This is an optimization exercise on Yosys and OpenROAD, whose aim is small area, a short achievable clock period and few clock cycles per item, not a production implementation. Power is estimated from default activity; no workload was simulated.

## run A
## huffmandecode
module huffmandecode(
clk,
huffrst,
code,
hufftable,
symaddr,
symdata,
huffdata,
hufflength,
hufffinish
    );
Size: ~370 cells after synthesis, ~48 flip-flops, ~180 I/O pins.
Settings: LEC_CHECK=0, CAP_MARGIN=20, CORE_MARGIN=2, CORE_UTILIZATION=40, SLEW_MARGIN=20, TNS_END_PERCENT=5; clock period 11.0 ns.
standard.sh (not shown) runs the stock make flow with config.mk's settings and CLKGATE_MAP_FILE= SYNTH_SCRIPT=/design/flow/synth_recipe.tcl, a recipe that flattens the netlist after the stock synthesis.
==> flow/flow/run.sh <==
#!/bin/bash
# The standard layout (standard.sh) with three changes: synthesis maps with
# ABC on flow/abc.script (flow/synth.tcl), the ports get plain buf_1 buffers,
# and repair_timing aims below the clock period (setup margin).
set -euo pipefail
W=$(pwd)
export BUFFER_PORTS_ARGS="-buffer_cell sky130_fd_sc_hd__buf_1"
export SETUP_SLACK_MARGIN=8.0
export FLOW_ABC_SCRIPT=$W/flow/abc.script
sed "s#SYNTH_SCRIPT=[^ ]*#SYNTH_SCRIPT=$W/flow/synth.tcl#" standard.sh > synth_step.sh
bash synth_step.sh synth > synth.log 2>&1
bash standard.sh > standard.log 2>&1
==> flow/flow/abc.script <==
strash
dch -f
amap
strash
dch -f
amap
topo
stime -c
buffer -c
upsize -c
dnsize -c
==> flow/flow/synth.tcl <==
# The standard flow's synthesis script (synth_recipe.tcl), with ABC run on flow/abc.script
# (area-oriented mapping) instead of ORFS's speed or area script.
proc synth {args} { yosys synth -nofsm -noshare {*}$args }
proc abc {args} {
  set i [lsearch -exact $args -script]
  if {$i >= 0} { lset args [expr {$i + 1}] $::env(FLOW_ABC_SCRIPT) }
  yosys abc {*}$args
}
source $::env(SCRIPTS_DIR)/synth.tcl
# left out here: clear keep_hierarchy, flatten, clean up, hide names made inside functions, write 1_2_yosys.v
No stage failed in run A, and the final checks on the layout all came back clean.
#### Input delta (run B over run A)
diff --git a/flow/flow/run.sh b/flow/flow/run.sh
--- a/flow/flow/run.sh
+++ b/flow/flow/run.sh
@@ -7,3 +7,3 @@
 export BUFFER_PORTS_ARGS="-buffer_cell sky130_fd_sc_hd__buf_1"
-export SETUP_SLACK_MARGIN=8.0
+export SETUP_SLACK_MARGIN=7.9
 export FLOW_ABC_SCRIPT=$W/flow/abc.script
### Flow results
- For run A and run B, there was not a single run that failed to finish clean.
- Reported for run A and run B, post-route fraction of the period consumed by the critical path turned out identical to the last digit.
- Run A → run B: first-pass detailed-route iteration total ~0 delta, combinational share of power ~0 delta.
Modified inputs, run C compared to run B
diff --git a/flow/flow/run.sh b/flow/flow/run.sh
--- a/flow/flow/run.sh
+++ b/flow/flow/run.sh
@@ -7,3 +7,3 @@
 export BUFFER_PORTS_ARGS="-buffer_cell sky130_fd_sc_hd__buf_1"
-export SETUP_SLACK_MARGIN=7.9
+export SETUP_SLACK_MARGIN=7.7
 export FLOW_ABC_SCRIPT=$W/flow/abc.script
[summary]
- Run C: cell count along the critical path is 1 higher than what run B reported.
- Re post-route minimum period: run C is 0.097 ns up on run B.
- Buffers plus inverters on the worst setup path delta for run C relative to run B: 2 higher
- Sequential share of layout area essentially unchanged between run C and run B.
- On global-route met1 utilization: run C sits below run B.
- Run C leaves less setup margin than run B.
- Row inverter count: run C lower / run B higher
- Any difference in summed area of non-filler cells in the final layout between run C and run B is small enough to ignore.
Function was not checked in any run of this note: the RTL went through the layout flow alone.


== P ==
huffmandecode, a different RTL version from the one above (not shown whole).
Size: roughly 180 I/O pins, roughly 3900 um^2 of cells after synthesis.
==> flow/design.v (excerpt) <==
module huffmandecode(
clk,
huffrst,
code,
hufftable,
symaddr,
symdata,
huffdata,
hufflength,
hufffinish
    );
==> flow/config.mk <==
export PLATFORM = sky130hd
export DESIGN_NAME = huffmandecode
export DESIGN_NICKNAME = huffmandecode
export VERILOG_FILES = /design/flow/design.v
export SDC_FILE = /design/flow/constraint.sdc
export NUM_CORES = 8
export LEC_CHECK = 0
export CAP_MARGIN = 20
export CORE_MARGIN = 2
export CORE_UTILIZATION = 40
export SLEW_MARGIN = 20
==> flow/constraint.sdc <==
create_clock -name core_clock -period 11.0 [get_ports {clk}]
set_input_delay 2.2000 -clock core_clock [delete_from_list [all_inputs] [get_ports {clk}]]
set_output_delay 2.2000 -clock core_clock [all_outputs]
set_load 0.01 [all_outputs]
==> flow/flow/run.sh <==
#!/bin/bash
# Standard layout, with plain buffers on the ports and repair_timing aiming
# below the clock period (setup margin).
set -euo pipefail
export BUFFER_PORTS_ARGS="-buffer_cell sky130_fd_sc_hd__buf_1"
export SETUP_SLACK_MARGIN=8
bash standard.sh > standard.log 2>&1
Modified inputs, Q compared to P
==> flow/flow/run.sh <==
#!/bin/bash
# Standard layout, with plain buffers on the ports, repair_timing aiming
# below the clock period (setup margin), and no full/half adder cells.
set -euo pipefail
export BUFFER_PORTS_ARGS="-buffer_cell sky130_fd_sc_hd__buf_1"
export SETUP_SLACK_MARGIN=8
DU="sky130_fd_sc_hd__probe_p_8 sky130_fd_sc_hd__probec_p_8 sky130_fd_sc_hd__lpflow_bleeder_1 sky130_fd_sc_hd__lpflow_clkbufkapwr_1 sky130_fd_sc_hd__lpflow_clkbufkapwr_16 sky130_fd_sc_hd__lpflow_clkbufkapwr_2 sky130_fd_sc_hd__lpflow_clkbufkapwr_4 sky130_fd_sc_hd__lpflow_clkbufkapwr_8 sky130_fd_sc_hd__lpflow_clkinvkapwr_1 sky130_fd_sc_hd__lpflow_clkinvkapwr_16 sky130_fd_sc_hd__lpflow_clkinvkapwr_2 sky130_fd_sc_hd__lpflow_clkinvkapwr_4 sky130_fd_sc_hd__lpflow_clkinvkapwr_8 sky130_fd_sc_hd__lpflow_decapkapwr_12 sky130_fd_sc_hd__lpflow_decapkapwr_3 sky130_fd_sc_hd__lpflow_decapkapwr_4 sky130_fd_sc_hd__lpflow_decapkapwr_6 sky130_fd_sc_hd__lpflow_decapkapwr_8 sky130_fd_sc_hd__lpflow_inputiso0n_1 sky130_fd_sc_hd__lpflow_inputiso0p_1 sky130_fd_sc_hd__lpflow_inputiso1n_1 sky130_fd_sc_hd__lpflow_inputiso1p_1 sky130_fd_sc_hd__lpflow_inputisolatch_1 sky130_fd_sc_hd__lpflow_isobufsrc_1 sky130_fd_sc_hd__lpflow_isobufsrc_16 sky130_fd_sc_hd__lpflow_isobufsrc_2 sky130_fd_sc_hd__lpflow_isobufsrc_4 sky130_fd_sc_hd__lpflow_isobufsrc_8 sky130_fd_sc_hd__lpflow_isobufsrckapwr_16 sky130_fd_sc_hd__lpflow_lsbuf_lh_hl_isowell_tap_1 sky130_fd_sc_hd__lpflow_lsbuf_lh_hl_isowell_tap_2 sky130_fd_sc_hd__lpflow_lsbuf_lh_hl_isowell_tap_4 sky130_fd_sc_hd__lpflow_lsbuf_lh_isowell_4 sky130_fd_sc_hd__lpflow_lsbuf_lh_isowell_tap_1 sky130_fd_sc_hd__lpflow_lsbuf_lh_isowell_tap_2 sky130_fd_sc_hd__lpflow_lsbuf_lh_isowell_tap_4 sky130_fd_sc_hd__fill_1 sky130_fd_sc_hd__fill_2 sky130_fd_sc_hd__fill_4 sky130_fd_sc_hd__fill_8  sky130_fd_sc_hd__fa_1 sky130_fd_sc_hd__fa_2 sky130_fd_sc_hd__fa_4 sky130_fd_sc_hd__ha_1 sky130_fd_sc_hd__ha_2 sky130_fd_sc_hd__ha_4 sky130_fd_sc_hd__fah_1 sky130_fd_sc_hd__fahcin_1 sky130_fd_sc_hd__fahcon_1"
bash standard.sh "DONT_USE_CELLS=$DU" finish > standard.log 2>&1
| global-route wire length before repair | P vs Q | ≈ equal |. Diff P -> Q: routed length on met3 saw an increase; clock edge transition at the registers on the reported setup and hold paths now sits at about the same level; floorplan core area now sits lower. The run showing the smaller maximum frequency is P. Re number of nets with antenna violations after detailed routing: no difference whatsoever between Q and P. Compared with P, placement density in the core of Q is lower. There was hardly any difference in worst clock skew on the final layout between Q and P. Between P and Q, the flow reports total number of vias decreasing by a few percent.
Input-level comparison between R and Q:
==> flow/flow/run.sh <==
#!/bin/bash
# Standard layout, with plain buffers on the ports, repair_timing aiming
# below the clock period (setup margin), and no full/half adder cells.
set -euo pipefail
export BUFFER_PORTS_ARGS="-buffer_cell sky130_fd_sc_hd__buf_1"
export SETUP_SLACK_MARGIN=8
export DONT_USE_CELLS="sky130_fd_sc_hd__fa_1 sky130_fd_sc_hd__fa_2 sky130_fd_sc_hd__fa_4 sky130_fd_sc_hd__ha_1 sky130_fd_sc_hd__ha_2 sky130_fd_sc_hd__ha_4 sky130_fd_sc_hd__fah_1 sky130_fd_sc_hd__fahcin_1 sky130_fd_sc_hd__fahcon_1"
bash standard.sh > standard.log 2>&1
## What came out
The run with more routed wire is R, not Q.
Taking Q as the reference, in R sum of met3 wire segment lengths after detailed routing decreased 38 um, sequential share of layout area decreased 1.0 points, synthesized instance count decreased 5.5%.
Share of synthesized area spent on multiplexers sits higher in R than in Q.
Between R and Q, the clock input transition at the sequential cells of the worst setup and hold paths does not differ in any meaningful way.
R packs its core tighter than Q.
Function was not checked in any run of this note: the RTL went through the layout flow alone.

## port drivers added, routing unchanged
Ports are ideal in the flow. The routed layouts listed here were re-timed in OpenROAD. Step 1 sets driving cells, clkbuf_16 on the clock port and buf_2 on the other inputs (assumed; they add their load-dependent delay and slew). Step 2 adds t to the input delays and takes it off the output delays; t is the mean of the earliest and latest rising clock arrival at the registers after step 1. Input paths then give back, and output paths get back, about the clock's delay inside the block. a / b / c = ideal ports / drivers / drivers and shift; a / b = the first two.
run	shift t [ns]	setup WS [ns]	hold WS [ns]	worst slew at a driven data input, ns
run A	0.328	7.792 / 7.787 / 7.459	0.521 / 0.521 / 0.521	0.06
run B	0.328	7.792 / 7.787 / 7.459	0.521 / 0.521 / 0.521	0.06
run C	0.330	7.694 / 7.681 / 7.351	0.517 / 0.517 / 0.517	0.06
P	0.343	7.501 / 7.482 / 7.139	0.515 / 0.515 / 0.515	0.07
Q	0.338	7.533 / 7.512 / 7.174	0.482 / 0.482 / 0.482	0.06
R	0.343	7.501 / 7.482 / 7.139	0.515 / 0.515 / 0.515	0.07
After both steps every run listed still meets setup and hold.
